Context: an optimization exercise on an open-source flow, tuned for small area and a short achievable clock period. The choices shown serve that exercise and are no tape-out recipe. No functional check of the RTL was part of any run shown here. Power and IR drop assume default switching activity.

**design/flow/design.v**
```verilog
module queue(clk,rst,datain,rw,dataout,full,empty);
  input clk,rst,rw;
  input [7:0] datain;
  output reg full, empty;
  output reg [7:0] dataout;
  reg wb;                    
  reg [15:0] nwcol;          
  reg [7:0] nwrow;           
  reg rb;
  reg [15:0] rcol;           
  reg [7:0] rrow;            
  reg [15:0] ecol;           
  reg [7:0] erow;            
  reg nfull, nempty;         
  wire push = rw & nfull;
  wire pop  = ~rw & nempty;
  wire [15:0] wcol = ~nwcol;
  wire [7:0] wrow = ~nwrow;
  wire [15:0] wcol_n = {wcol[14:0], wcol[15]};
  wire [7:0] wrow_n = wcol[15] ? {wrow[6:0], wrow[7]} : wrow;
  wire [15:0] rcol_n = {rcol[14:0], rcol[15]};
  wire [7:0] rrow_n = rcol[15] ? {rrow[6:0], rrow[7]} : rrow;
  wire same_cr    = (|(rcol & wcol)) & (|(rrow & wrow));
  wire r_next_cr  = (|(rcol_n & wcol)) & (|(rrow_n & wrow));   
  wire w_next_cr  = (|(wcol_n & rcol)) & (|(wrow_n & rrow));   
  wire last_out = rb ? (~wb & r_next_cr) : (wb & same_cr);
  wire last_in  = wb ? (~rb & w_next_cr) : (rb & same_cr);
  wire [15:0] nwcol_e = nwcol | {16{wb | ~nfull}};
  wire [15:0] nwcol_o = nwcol | {16{~wb | ~nfull}};
  reg [7:0] mem_e [0:127];
  reg [7:0] mem_o [0:127];
  genvar i, r;
  generate
    for (i = 0; i < 128; i = i + 1) begin : g_mem
      always @(posedge clk) begin
        if (~(nwrow[i/16] | nwcol_e[i%16]))
          mem_e[i] <= datain;
        if (~(nwrow[i/16] | nwcol_o[i%16]))
          mem_o[i] <= datain;
      end
    end
  endgenerate
  wire [15:0] ecol_n = {ecol[14:0], ecol[15]};
  wire [7:0] erow_n = ecol[15] ? {erow[6:0], erow[7]} : erow;
  wire [7:0] rowdata_e [0:7];
  wire [7:0] rowdata_o [0:7];
  generate
    for (r = 0; r < 8; r = r + 1) begin : g_row
      integer c;
      reg [7:0] acc_e, acc_o;
      always @* begin
        acc_e = 8'd0;
        acc_o = 8'd0;
        for (c = 0; c < 16; c = c + 1) begin
          acc_e = acc_e | (mem_e[r*16+c] & {8{ecol[c]}});
          acc_o = acc_o | (mem_o[r*16+c] & {8{rcol[c]}});
        end
      end
      assign rowdata_e[r] = acc_e;
      assign rowdata_o[r] = acc_o;
    end
  endgenerate
  reg [7:0] rdata_e, rdata_o;
  integer k;
  always @* begin
    rdata_e = 8'd0;
    rdata_o = 8'd0;
    for (k = 0; k < 8; k = k + 1) begin
      rdata_e = rdata_e | (rowdata_e[k] & {8{erow[k]}});
      rdata_o = rdata_o | (rowdata_o[k] & {8{rrow[k]}});
    end
  end
  reg [7:0] head_e, head_o;   
  reg [7:0] last_in_byte;     
  reg bypass;                 
  always @(posedge clk) begin
    head_e <= rdata_e;
    head_o <= rdata_o;
    last_in_byte <= datain;
  end
  always @(posedge clk) begin
    if (rst) begin
      wb <= 1'b0;
      nwcol <= ~16'd1;
      nwrow <= ~8'd1;
      rb <= 1'b0;
      rcol <= 16'd1;
      rrow <= 8'd1;
      ecol <= 16'd1;
      erow <= 8'd1;
      full <= 1'b0;
      empty <= 1'b1;
      nfull <= 1'b1;
      nempty <= 1'b0;
      bypass <= 1'b0;
      dataout <= 8'd0;
    end else begin
      bypass <= push & ~nempty;
      if (push) begin
        wb <= ~wb;
        if (wb) begin
          nwcol <= ~wcol_n;
          nwrow <= ~wrow_n;
        end
        empty <= 1'b0;
        full <= last_in;
        nempty <= 1'b1;
        nfull <= ~last_in;
      end
      if (pop) begin
        rb <= ~rb;
        if (rb) begin
          rcol <= rcol_n;
          rrow <= rrow_n;
        end else begin
          ecol <= ecol_n;
          erow <= erow_n;
        end
        full <= 1'b0;
        empty <= last_out;
        nfull <= 1'b1;
        nempty <= ~last_out;
        dataout <= bypass ? last_in_byte : (rb ? head_o : head_e);
      end
    end
  end
endmodule
```
**design/flow/run.sh**
```bash
#!/bin/bash
# synth_recipe.tcl (not shown) runs the flow's synth.tcl, then flattens the netlist and writes it again
# the make line also repeats each setting of config.mk as NAME=value (left out here)
make -C /OpenROAD-flow-scripts/flow DESIGN_CONFIG=/design/flow/config.mk WORK_HOME=/design/flow/orfs CLKGATE_MAP_FILE= SYNTH_SCRIPT=/design/flow/synth_recipe.tcl finish
```
**design/flow/config.mk**
```make
export PLATFORM = sky130hd
export DESIGN_NAME = queue
export DESIGN_NICKNAME = queue
export VERILOG_FILES = /design/flow/design.v
export SDC_FILE = /design/flow/constraint.sdc
export NUM_CORES = 4
export LEC_CHECK = 0
export CAP_MARGIN = 20
export CORE_MARGIN = 2
export CORE_UTILIZATION = 55
export CTS_CLUSTER_DIAMETER = 100
export CTS_CLUSTER_SIZE = 24
export SETUP_SLACK_MARGIN = 3.5
export SLEW_MARGIN = 20
```
**design/flow/constraint.sdc**
```tcl
create_clock -name core_clock -period 6.0 [get_ports {clk}]
set_input_delay 1.2000 -clock core_clock [delete_from_list [all_inputs] [get_ports {clk}]]
set_output_delay 1.2000 -clock core_clock [all_outputs]
set_load 0.01 [all_outputs]
```
==> results of run 1 <==
-- logic make-up (layout without fill, tap and decap cells) --
kind of cell	Yosys count	count (layout)	share of synthesized area
AO/OA/AOI/OAI	1194	1194	0.129
buffers and inverters	352	267	0.0176
flip-flops	2159	2159	0.810
XOR/XNOR	1	1	0.000111
other	0	3	0
AND/OR/NAND/NOR	681	681	0.0412
multiplexers	17	17	0.00216
-- final timing paths --
kind         startpoint            end  slack, ns  cells after the start
max               nfull  mem_e[106][0]       3.32                      3
min            nwrow[7]       nwrow[0]       0.48                      2
max reg2reg       nfull  mem_e[106][0]       3.32                      3
min reg2reg    nwrow[7]       nwrow[0]       0.48                      2
-- tightest hold or removal path, stage by stage, from the launching register on --
cell     delay [ns]
dfxtp_1        0.34
nand2_1        0.06
a21oi_1        0.05
-- timing repair --
action / 4_1_cts / 5_1_grt
cloned: 0 / 0
endpoints found under the setup margin: 1984 / 1611
pin swaps: 20 / 21
setup buffers: 11 / 12
gates resized for setup: 396 / 227
-- flip-flops by register name, summed over array words and instances, names as in the netlist --
name and count:
mem_e 1024, mem_o 1024, ecol 16, nwcol 16
rcol 16, dataout 8, erow 8, head_e 8
head_o 8, last_in_byte 8, nwrow 8, rrow 8
bypass 1, empty 1, full 1, nempty 1
nfull 1, rb 1, wb 1
-- synth_stat cells (2+ instances only) --
| library cell | number | area [sq um] |
|---|---|---|
| nor2_1 | 266 | 998 |
| a2111oi_2 | 2 | 30.0 |
| buf_4 | 4 | 30.0 |
| nor3_1 | 4 | 20.0 |
| o2111ai_1 | 8 | 70.1 |
| buf_1 | 49 | 184 |
| edfxtp_1 | 2048 | 61500 |
| a22oi_1 | 64 | 480 |
| or3_1 | 16 | 100 |
| o22ai_1 | 9 | 56.3 |
| inv_1 | 14 | 52.6 |
| mux2i_1 | 17 | 170 |
| dfxtp_1 | 111 | 2220 |
| a211o_1 | 8 | 70.1 |
| buf_2 | 39 | 195 |
| and2_1 | 3 | 18.8 |
| nor2_2 | 2 | 12.5 |
| nand2_1 | 159 | 597 |
| nor2b_1 | 8 | 50.1 |
| nand4_1 | 144 | 901 |
| a22o_1 | 512 | 4480 |
| inv_2 | 3 | 11.3 |
| o221ai_1 | 2 | 17.5 |
| or2_2 | 16 | 100 |
| a21oi_1 | 59 | 295 |
| a221oi_1 | 512 | 4480 |
| o21ai_0 | 9 | 45.0 |
| o2111ai_2 | 2 | 30.0 |
| clkbuf_1 | 243 | 912 |
| nand3_1 | 3 | 15.0 |
| nand2b_1 | 37 | 231 |
| nand3b_1 | 17 | 128 |
-- per-stage QoR --
step	setup slack, ns	utilization	total power, uW	area (sq um)
after floorplan	3.75	-	17300	78700
after global placement	2.40	0.569	17800	80700
after detailed placement	2.28	0.569	17800	80700
after CTS	3.19	0.598	25200	84800
after global routing	3.29	0.607	25800	86000
final	3.32	0.607	25300	86000
-- routing by layer --
metal / global-route usage / routed length [um] / vias up
li1: - / - / 18100
met1: 0.482 / 96500 / 23500
met2: 0.465 / 106000 / 2670
met3: 0.0573 / 24700 / 300
met4: 0.0725 / 5610 / 2
met5: 0 / 14 / -
-- layout make-up --
class / instances / share of cell area
diodes: 3 / 0.0000872
clock inverters: 3 / 0.000436
well taps: 1890 / 0.0275
inverters: 17 / 0.000742
multi-input cells: 1893 / 0.180
clock buffers: 144 / 0.0317
flip-flops and latches: 2159 / 0.742
repair buffers: 103 / 0.0167
-- power by group --
group,internal (uW),switching (uW),total [uW]
sequential,16600,98.2,16700
combinational,185,670,854
clock,3180,4550,7730
total,19900,5310,25300
==> flow_summary_export.csv, run 1 <==
group,metric,value,unit
die,fp-row-count,138,
global_route,first_global_vias,41600,
layout,num-nets-final,4285,
layout,fillers,10200,
critical_path,cp_data_arrival_time,3.07,ns
synth,syn_inst,4404,
layout,final_cell_mix,"edfxtp_1 (2048), a22o_1 (512), a221oi_1 (468)",
layout,final_common_cell,"edfxtp_1",
synth,netlist_area,0.0787,sq mm
die,core-area,0.142,sq mm
layout,syn2layout_area_growth,9.34,%
timing,clock_skew,0.0322,ns
timing,setup_tns,0,ns
cts,cts_tree,"done",
route,routed_via_density,7.18,
critical_path,critPathMaxFanout,18,
pwr,p_per_area,293,mW/mm^2
global_route,antenna_found_initial,3,
pwr,p_leak,0.0251,uW
die,die_height,382,um
global_route,gr-usage-all-layers,0.312,
route,ant_nets,0,
timing,final.min_clock_period,2.68,ns
critical_path,end_kind,"flip-flop",
die,ios,21,
critical_path,path_cells,"inv_2, or3_1, nor2_2",
route,drt_iter0_markers,6947,
synth,syn_area_per_cell,17.9,sq um
cts,cts_buffer_depth,3,
critical_path,path_class,"flip-flop to flip-flop",
timing,setup_viol,0,
placement,placed_cells,6039,
route,wl,233000,um
die,dieArea,0.146,sq mm
route,drtPass1Iterations,7,
placement,io_buffers,20,
timing,finalHoldViolCount,0,
layout,finalNonFillerCells,6212,
synth,synth_seq_cells,2159,
worst_hold_path,worstHoldPathType,"flip-flop to flip-flop",
cts,cts_root_buffer,"clkbuf_16",
synth,synthArstFlopShare,0,
cts,cts_sinks,2159,
global_route,grt-ovfl-total,0,
critical_path,path_buf_inv,1,
cts,cts_htree_levels,3,
layout,seq_area,0.0639,sq mm
layout,multi_input_comb_area,0.0155,sq mm
critical_path,start_kind,"flip-flop",
timing,min_period_over_period,0.447,
critical_path,max_stage_delay,0.87,ns
synth,ys.flop_type,"edfxtp_1",
synth,ys.warnings.count,3,
timing,worst_pin_slew,1.44,ns
job,maxCapViolCount,0,
cts,cts_inserted_buffers,100,
cts,cts_hold_buf,0,
route,routedWlPerCell,37.5,um
critical_path,crit_family,"simple AND/OR/NAND/NOR gates",
synth,synth_nets,4415,
die,start_util,0.555,
global_route,grt_pass1_wl,324000,um
timing,max_freq,0.373,GHz
timing,drv_slew,0,
global_route,grt_max_degree,149,
critical_path,critPathRequiredTime,6.39,ns
status,status,"no timing/DRC/antenna violations",
synth,synth_edf_count,2048,
timing,whs,0.483,ns
pwr,ir_drop,0.294,mV
cts,worst_skew_pair.late_latency,0.77,ns
synth,synthDistinctLibCells,46,
route,drc,0,
cts,clkSlewWorstSetupHoldPaths,0.11,ns
timing,rsz0062_at_grt,"true",
route,vias,44600,
critical_path,crit_path_top_delay_cell,"or3_1",
placement,hpwlAfterDp,129000,um
layout,final_layout_size_suffix_gt1_frac,0.142,
die,die_w,382,um
synth,seq_area_frac_synth,0.810,
placement,place.gp.congestion,0.871,
timing,max-slew-margin-rel,0.0399,
==> run 2: changes to the inputs <==
--- a/design/flow/design.v
+++ b/design/flow/design.v
@@ -9,8 +9,6 @@
   reg rb;
   reg [15:0] rcol;           
   reg [7:0] rrow;            
-  reg [15:0] ecol;           
-  reg [7:0] erow;            
   reg nfull, nempty;         
   wire push = rw & nfull;
   wire pop  = ~rw & nempty;
@@ -27,21 +25,21 @@
   wire last_in  = wb ? (~rb & w_next_cr) : (rb & same_cr);
   wire [15:0] nwcol_e = nwcol | {16{wb | ~nfull}};
   wire [15:0] nwcol_o = nwcol | {16{~wb | ~nfull}};
-  reg [7:0] mem_e [0:127];
-  reg [7:0] mem_o [0:127];
+  reg [7:0] nmem_e [0:127];
+  reg [7:0] nmem_o [0:127];
   genvar i, r;
   generate
     for (i = 0; i < 128; i = i + 1) begin : g_mem
       always @(posedge clk) begin
         if (~(nwrow[i/16] | nwcol_e[i%16]))
-          mem_e[i] <= datain;
+          nmem_e[i] <= ~datain;
         if (~(nwrow[i/16] | nwcol_o[i%16]))
-          mem_o[i] <= datain;
+          nmem_o[i] <= ~datain;
       end
     end
   endgenerate
-  wire [15:0] ecol_n = {ecol[14:0], ecol[15]};
-  wire [7:0] erow_n = ecol[15] ? {erow[6:0], erow[7]} : erow;
+  wire [15:0] ecol = rb ? rcol_n : rcol;
+  wire [7:0] erow = rb ? rrow_n : rrow;
   wire [7:0] rowdata_e [0:7];
   wire [7:0] rowdata_o [0:7];
   generate
@@ -52,8 +50,8 @@
         acc_e = 8'd0;
         acc_o = 8'd0;
         for (c = 0; c < 16; c = c + 1) begin
-          acc_e = acc_e | (mem_e[r*16+c] & {8{ecol[c]}});
-          acc_o = acc_o | (mem_o[r*16+c] & {8{rcol[c]}});
+          acc_e = acc_e | (~nmem_e[r*16+c] & {8{ecol[c]}});
+          acc_o = acc_o | (~nmem_o[r*16+c] & {8{rcol[c]}});
         end
       end
       assign rowdata_e[r] = acc_e;
@@ -86,8 +84,6 @@
       rb <= 1'b0;
       rcol <= 16'd1;
       rrow <= 8'd1;
-      ecol <= 16'd1;
-      erow <= 8'd1;
       full <= 1'b0;
       empty <= 1'b1;
       nfull <= 1'b1;
@@ -112,9 +108,6 @@
         if (rb) begin
           rcol <= rcol_n;
           rrow <= rrow_n;
-        end else begin
-          ecol <= ecol_n;
-          erow <= erow_n;
         end
         full <= 1'b0;
         empty <= last_out;
==> flow_summary_export.csv, run 2 <==
group,metric,value,unit
placement,io_buffers,20,
synth,synthArstFlopShare,0,
critical_path,path_class,"flip-flop to flip-flop",
timing,min_period_over_period,0.436,
timing,setup_viol,0,
pwr,pwr-share-clk,0.280,
route,drtPass1Iterations,7,
global_route,antenna_found_initial,9,
status,status,"no timing/DRC/antenna violations",
global_route,grt-ovfl-total,0,
pwr,p_sw,6880,uW
critical_path,critPathMaxFanout,33,
critical_path,startpoint,"rcol[13]",
layout,fillers,9984,
cts,clkSlewWorstSetupHoldPaths,0.11,ns
critical_path,critPathRequiredTime,6.58,ns
route,routedWlPerCell,36.5,um
synth,synth_nets,4769,
global_route,grt_busiest_layer,"met2",
die,die_w,379,um
synth,synth-xor-area-share,0.000227,
worst_hold_path,hp-start,"dataout[1]",
synth,seq_area_frac_synth,0.819,
synth,syn_inst,4758,
pwr,sw_frac_of_total,0.251,
cts,cts_root_buffer,"clkbuf_16",
cts,cts_buffer_depth,3,
pwr,p_leak,0.0263,uW
die,start_util,0.554,
synth,synthAdderAreaFrac,0,
layout,final_common_cell,"edfxtp_1",
placement,hpwlAfterDp,138000,um
layout,final_layout_size_suffix_gt1_frac,0.164,
synth,syn_area_per_cell,16.2,sq um
synth,synth_top_area_frac,0.797,
placement,place.gp.congestion,0.906,
timing,max_freq,0.382,GHz
synth,synth_seq_cells,2135,
synth,synth_area_leaders,"edfxtp_1 (80%), o22ai_1 (8.4%), nor2_1 (3.4%), dfxtp_1 (2.3%), nand4_1 (0.87%)",
layout,largest_registers,"nmem_e: 1024 flops, nmem_o: 1024 flops",
critical_path,end_kind,"flip-flop",
job,maxCapViolCount,0,
synth,synth_common_cells,"edfxtp_1 (2048), o22ai_1 (1041), nor2_1 (694)",
pwr,p_comb_frac,0.113,
timing,drv_slew,0,
synth,synth_most_common_cell,"edfxtp_1",
global_route,grt_pass1_wl,337000,um
synth,synthMuxAreaShare,0.00470,
pwr,p_int,20600,uW
timing,setup_ws,3.38,ns
global_route,grt_max_degree,221,
route,drc,0,
synth,netlist_area,0.0772,sq mm
synth,ys.flop_type,"edfxtp_1",
placement,pre_cts_ws,1.71,ns
die,dieArea,0.143,sq mm
synth,synth_top_family_by_area,"compound AO/OA/AOI/OAI gates",
placement,placed_cells,6471,
synth,synthSimpleGateAreaFrac,0.0570,
route,routed_via_density,6.96,
critical_path,start_kind,"flip-flop",
synth,synth-compound-area-share,0.0999,
cts,cts_sinks,2135,
synth,synthDistinctLibCells,43,
layout,final_cell_mix,"edfxtp_1 (2048), o22ai_1 (1036), nor2_1 (472)",
global_route,grt_util_met1,0.496,
die,die_height,379,um
die,ios,21,
pwr,pwr-share-seq,0.607,
critical_path,reg2reg_from,"rcol[13]",
layout,finalNonFillerCells,6799,
timing,final.min_clock_period,2.62,ns
pwr,ir_drop,0.299,mV
cts,cts_tree,"done",
global_route,use_met3,0.0744,
route,ant_nets,0,
synth,ys.warnings.count,3,
cts,cts_htree_levels,3,
timing,finalHoldViolCount,0,
route,vias,47300,
synth,synth_edf_count,2048,
timing,setup_tns,0,ns
route,wl,248000,um
worst_hold_path,worstHoldPathType,"flip-flop to flip-flop",
cts,cts_inserted_buffers,99,
die,core-area,0.139,sq mm
timing,clock_skew,0.0355,ns
critical_path,cp_data_arrival_time,3.20,ns
global_route,globalRouteMet2Util,0.502,
critical_path,reg2reg_slack,3.38,ns
layout,num-nets-final,4870,
cts,worst_skew_pair.late_latency,0.78,ns
route,drt_iter0_markers,7921,
timing,rsz0062_at_grt,"true",
pwr,p_per_area,314,mW/mm^2
die,fp-row-count,137,
global_route,first_global_vias,43300,
timing,max-slew-margin-rel,0.246,
synth,synth.largest_area_cell,"edfxtp_1",
layout,syn2layout_area_growth,13.2,%
timing,worst_pin_slew,1.13,ns
global_route,gr-usage-all-layers,0.337,
-- run 2: cell count changes in the layout (fill, tap and decap cells not counted), moves of 37 or more --
cell / previous run / this run
a221oi_2: 44 / 0
a221oi_1: 468 / 2
nor2_1: 18 / 472
buf_4: 28 / 141
nand4_1: 144 / 107
a22o_1: 512 / 0
nand2_1: 158 / 71
o22ai_1: 9 / 1036
nor2_4: 177 / 104
nor2_2: 73 / 118
-- run 2: worst max-delay path, stage by stage, from the launching register on --
cell and delay (ns):
dfxtp_1 0.42, inv_4 0.27, buf_8 0.34, o22ai_1 0.14, nor4_1 0.41, a31oi_2 0.35, a21oi_1 0.22, nand4_1 0.22
-- run 2: logic make-up (layout without fill, tap and decap cells) --
| kind of cell | count (synthesis) | in the layout |
|---|---|---|
| AOI/OAI and AO/OA | 1225 | 1225 |
| xor gates and xnor gates | 2 | 2 |
| buffers and inverters | 351 | 508 |
| DFF | 2135 | 2135 |
| muxes | 33 | 35 |
| other | 0 | 5 |
| and+or+nand+nor | 1012 | 1013 |
-- run 2: path summary, 6_finish.rpt --
check | end | cells past startpoint
max | head_o[6] | 7
min | dataout[1] | 2
max reg2reg | head_o[6] | 7
min reg2reg | dataout[1] | 2
-- run 2: timing repair --
item | CTS | global route
gates resized for setup | 562 | 129
endpoints found under the setup margin | 2428 | 951
hold buffers | 0 | 0
cloned | 28 | 11
buffers inserted | 84 | 40
pin swaps | 42 | 53
-- run 2: area by class of cell --
class,count,area (sq um),area share
timing repair buffer,302,4020,0.0460
clock inverter,8,88.8,0.00102
inverter,39,464,0.00531
tap,1876,2350,0.0269
multi-input combinational,2275,14400,0.165
antenna,5,12.5,0.000143
sequential,2135,63300,0.724
clock buffer,152,2720,0.0311
timing repair inverter,7,52.6,0.000601
-- run 2: metal layers --
metal / vias to the layer above / routed length (um)
li1: 19200 / -
met1: 24200 / 95000
met2: 3398 / 112000
met3: 446 / 32000
met4: 6 / 9060
met5: - / 103
-- run 2: per-stage QoR --
| stage | total power (uW) | hold WS [ns] | cell area, sq um | utilization |
|---|---|---|---|---|
| after floorplan | 18200 | 0.442 | 77200 | - |
| after global placement | 19400 | 0.450 | 79800 | 0.573 |
| after detailed placement | 19400 | 0.453 | 79900 | 0.573 |
| after CTS | 27200 | 0.463 | 86100 | 0.618 |
| after global routing | 28000 | 0.491 | 87400 | 0.627 |
| final | 27400 | 0.463 | 87400 | 0.627 |
-- run 2: power groups by stage --
stage | clock (uW) | sequential (uW) | combinational, uW
2_1_floorplan | 0 | 16900 | 1300
3_3_place_gp | 0 | 17000 | 2450
5_1_grt | 8150 | 16700 | 3160
6_report | 7700 | 16700 | 3090
4_1_cts | 7700 | 16600 | 2860
3_5_place_dp | 0 | 17000 | 2470
==> run 3: changes to the inputs <==
--- a/design/flow/config.mk
+++ b/design/flow/config.mk
@@ -10,5 +10,5 @@
 export CORE_UTILIZATION = 55
 export CTS_CLUSTER_DIAMETER = 100
 export CTS_CLUSTER_SIZE = 24
-export SETUP_SLACK_MARGIN = 3.5
+export SETUP_SLACK_MARGIN = 3.7
 export SLEW_MARGIN = 20
==> flow_summary_export.csv, run 3 <==
group,metric,value,unit
critical_path,crit_end,"head_e[3]",
cts,worst_skew_pair.late_latency,0.78,ns
cts,cts_tree,"done",
placement,hpwlAfterDp,138000,um
pwr,pwr-share-clk,0.278,
route,vias,48200,
pwr,ir_drop,0.298,mV
layout,final_layout_size_suffix_gt1_frac,0.189,
critical_path,r2r_cells,11,
critical_path,r2r-end,"head_e[3]",
timing,max-slew-margin-rel,0.295,
timing,finalHoldViolCount,0,
die,die_height,379,um
timing,setup_viol,0,
synth,syn_inst,4758,
cts,cts_inserted_buffers,99,
timing,worst_pin_slew,1.05,ns
timing,rsz0062_at_grt,"true",
die,core-area,0.139,sq mm
cts,cts_root_buffer,"clkbuf_16",
global_route,grt_max_degree,209,
route,routed_via_density,7.01,
pwr,pwr-share-seq,0.601,
route,ant_nets,0,
critical_path,critPathMaxFanout,8,
synth,synth_edf_count,2048,
critical_path,start_kind,"flip-flop",
synth,netlist_area,0.0772,sq mm
cts,cts_sinks,2135,
pwr,p_comb_frac,0.120,
timing,setup_ws,3.39,ns
cts,clkSlewWorstSetupHoldPaths,0.10,ns
layout,final_area,0.0893,sq mm
global_route,gr-usage-all-layers,0.351,
global_route,grt_pass1_wl,348000,um
worst_hold_path,worstHoldPathType,"flip-flop to flip-flop",
layout,largest_registers,"nmem_e: 1024 flops, nmem_o: 1024 flops",
die,start_util,0.554,
pwr,p_leak,0.0271,uW
synth,syn_area_per_cell,16.2,sq um
status,status,"no timing/DRC/antenna violations",
critical_path,end_kind,"flip-flop",
critical_path,critPathRequiredTime,6.64,ns
pwr,p_int,20700,uW
timing,drv_slew,0,
layout,final_cell_mix,"edfxtp_1 (2048), o22ai_1 (1028), nor2_1 (447)",
route,drc,0,
pwr,p_per_area,310,mW/mm^2
critical_path,reg2reg_slack,3.39,ns
critical_path,cp_data_arrival_time,3.24,ns
synth,synth_nets,4769,
synth,synth_common_cells,"edfxtp_1 (2048), o22ai_1 (1041), nor2_1 (694)",
timing,max_freq,0.384,GHz
die,die_w,379,um
synth,synth_most_common_cell,"edfxtp_1",
job,maxCapViolCount,0,
synth,synth_seq_cells,2135,
worst_hold_path,hp-start,"dataout[3]",
synth,synthArstFlopShare,0,
synth,ys.warnings.count,3,
global_route,first_global_vias,44200,
global_route,grt-ovfl-total,0,
layout,num-nets-final,4943,
worst_hold_path,hold_path_depth,2,
die,fp-row-count,137,
synth,ys.flop_type,"edfxtp_1",
timing,clock_skew,0.0353,ns
synth,synthDistinctLibCells,43,
critical_path,startpoint,"rb",
cts,cts_buffer_depth,3,
timing,final.min_clock_period,2.61,ns
synth,synth_top_area_frac,0.797,
synth,synth_area_leaders,"edfxtp_1 (80%), o22ai_1 (8.4%), nor2_1 (3.4%), dfxtp_1 (2.3%), nand4_1 (0.87%)",
critical_path,path_class,"flip-flop to flip-flop",
layout,final_common_cell,"edfxtp_1",
route,wl,257000,um
layout,syn2layout_area_growth,15.6,%
timing,setup_tns,0,ns
route,drtPass1Iterations,6,
global_route,antenna_found_initial,12,
pwr,sw_frac_of_total,0.253,
placement,place.gp.congestion,0.906,
route,drt_iter0_markers,8376,
critical_path,reg2reg_from,"rb",
pwr,p_sw,7020,uW
placement,place_area,0.0799,sq mm
layout,fin_util,0.640,
route,routedWlPerCell,37.4,um
synth,seq_area_frac_synth,0.819,
placement,io_buffers,20,
die,dieArea,0.143,sq mm
timing,min_period_over_period,0.434,
cts,cts_htree_levels,3,
die,ios,21,
placement,pre_cts_ws,1.71,ns
synth,synth.largest_area_cell,"edfxtp_1",
run 3: cell counts after synthesis:
Identical to the previous run, type by type.
run 3: cell type report:
cell class | instances | area [sq um]
Inverter | 39 | 392
Antenna cell | 4 | 10.0
Fill cell | 9710 | 50100
Multi-Input combinational cell | 2275 | 14900
Timing Repair Buffer | 370 | 5330
Timing Repair inverter | 12 | 92.6
Clock buffer | 152 | 2720
Tap cell | 1876 | 2350
Sequential cell | 2135 | 63400
Clock inverter | 8 | 88.8
run 3: metrics by stage:
stage | hold WS, ns | instances | total power [uW]
floorplan | 0.442 | 4758 | 18200
global placement | 0.450 | 6468 | 19400
detailed placement | 0.453 | 6471 | 19400
CTS | 0.473 | 6822 | 27500
global route | 0.500 | 6867 | 28200
finish | 0.477 | 6871 | 27700
run 3: critical path, stage by stage (launching register included):
cell	delay, ns
dfxtp_4	0.43
buf_12	0.12
buf_16	0.12
mux2i_4	0.27
buf_6	0.14
buf_12	0.13
buf_4	0.15
o22ai_2	0.08
nor2_1	0.17
nand4_1	0.28
a22oi_2	0.41
nand4_1	0.15
run 3: how the worst min path moves through the flow:
| stage | endpoint | slack (ns) |
|---|---|---|
| finish | dataout[3] | 0.48 |
| CTS | dataout[7] | 0.47 |
| floorplan | bypass | 0.44 |
| detailed placement | dataout[7] | 0.45 |
| global placement | dataout[7] | 0.45 |
| global route | dataout[3] | 0.50 |
run 3: cell families after synthesis:
family          Yosys count  share of synthesized area
mux                      33                    0.00470
xor+xnor                  2                   0.000227
flops                  2135                      0.819
buf+inv                 351                     0.0188
simple gates           1012                     0.0570
compound gates         1225                     0.0999
run 3: what timing repair did:
item                       4_1_cts  5_1_grt
gates cloned                    46        8
setup endpoints to repair     2607     1307
setup buffers                  145       37
gates resized for setup        787      132
pin swaps                      106       48
hold buffers                     0        0
run 3: layer usage:
layer	vias to the layer above	part of all wire	track usage
met3	497	0.14	0.0774
met4	12	0.041	0.131
met5	-	0.00038	0
li1	19400	-	-
met2	3638	0.45	0.523
met1	24600	0.37	0.513
run 3: power by group through the flow:
stage	Clock, uW	Combinational [uW]	Sequential (uW)
after floorplan	0	1300	16900
after global placement	0	2450	17000
after detailed placement	0	2470	17000
after CTS	7700	3100	16700
after global routing	8160	3390	16700
final	7710	3340	16700

-- port drivers added, routing unchanged --
Ports are ideal in the flow. The routed layouts listed here were re-timed in OpenROAD.
Step 1 sets driving cells, clkbuf_16 on the clock port and buf_2 on the other inputs (assumed; they add their load-dependent delay and slew).
Step 2 also shifts input and output timing later by t, the mid clock arrival at the registers, as if the neighbouring blocks saw the same clock.
Three values: ideal ports, drivers, drivers and shift; two values: the first two.
run	t (ns)	setup slack, ns	hold slack, ns	clock arrival spread, ns	slew at the worst register clock pin (ns)
run 1	0.833	3.320 / 3.320 / 2.704	0.483 / 0.483 / 0.483	0.033 / 0.033	0.11 / 0.11
run 2	0.850	3.383 / 3.374 / 2.622	0.463 / 0.463 / 0.463	0.038 / 0.038	0.11 / 0.11
run 3	0.855	3.395 / 3.365 / 2.782	0.477 / 0.477 / 0.477	0.038 / 0.038	0.11 / 0.11
After both steps every run listed still meets setup and hold. For run 2, which loses most, drivers alone change the setup slack by -0.009 ns; drivers and shift together by -0.761 ns.
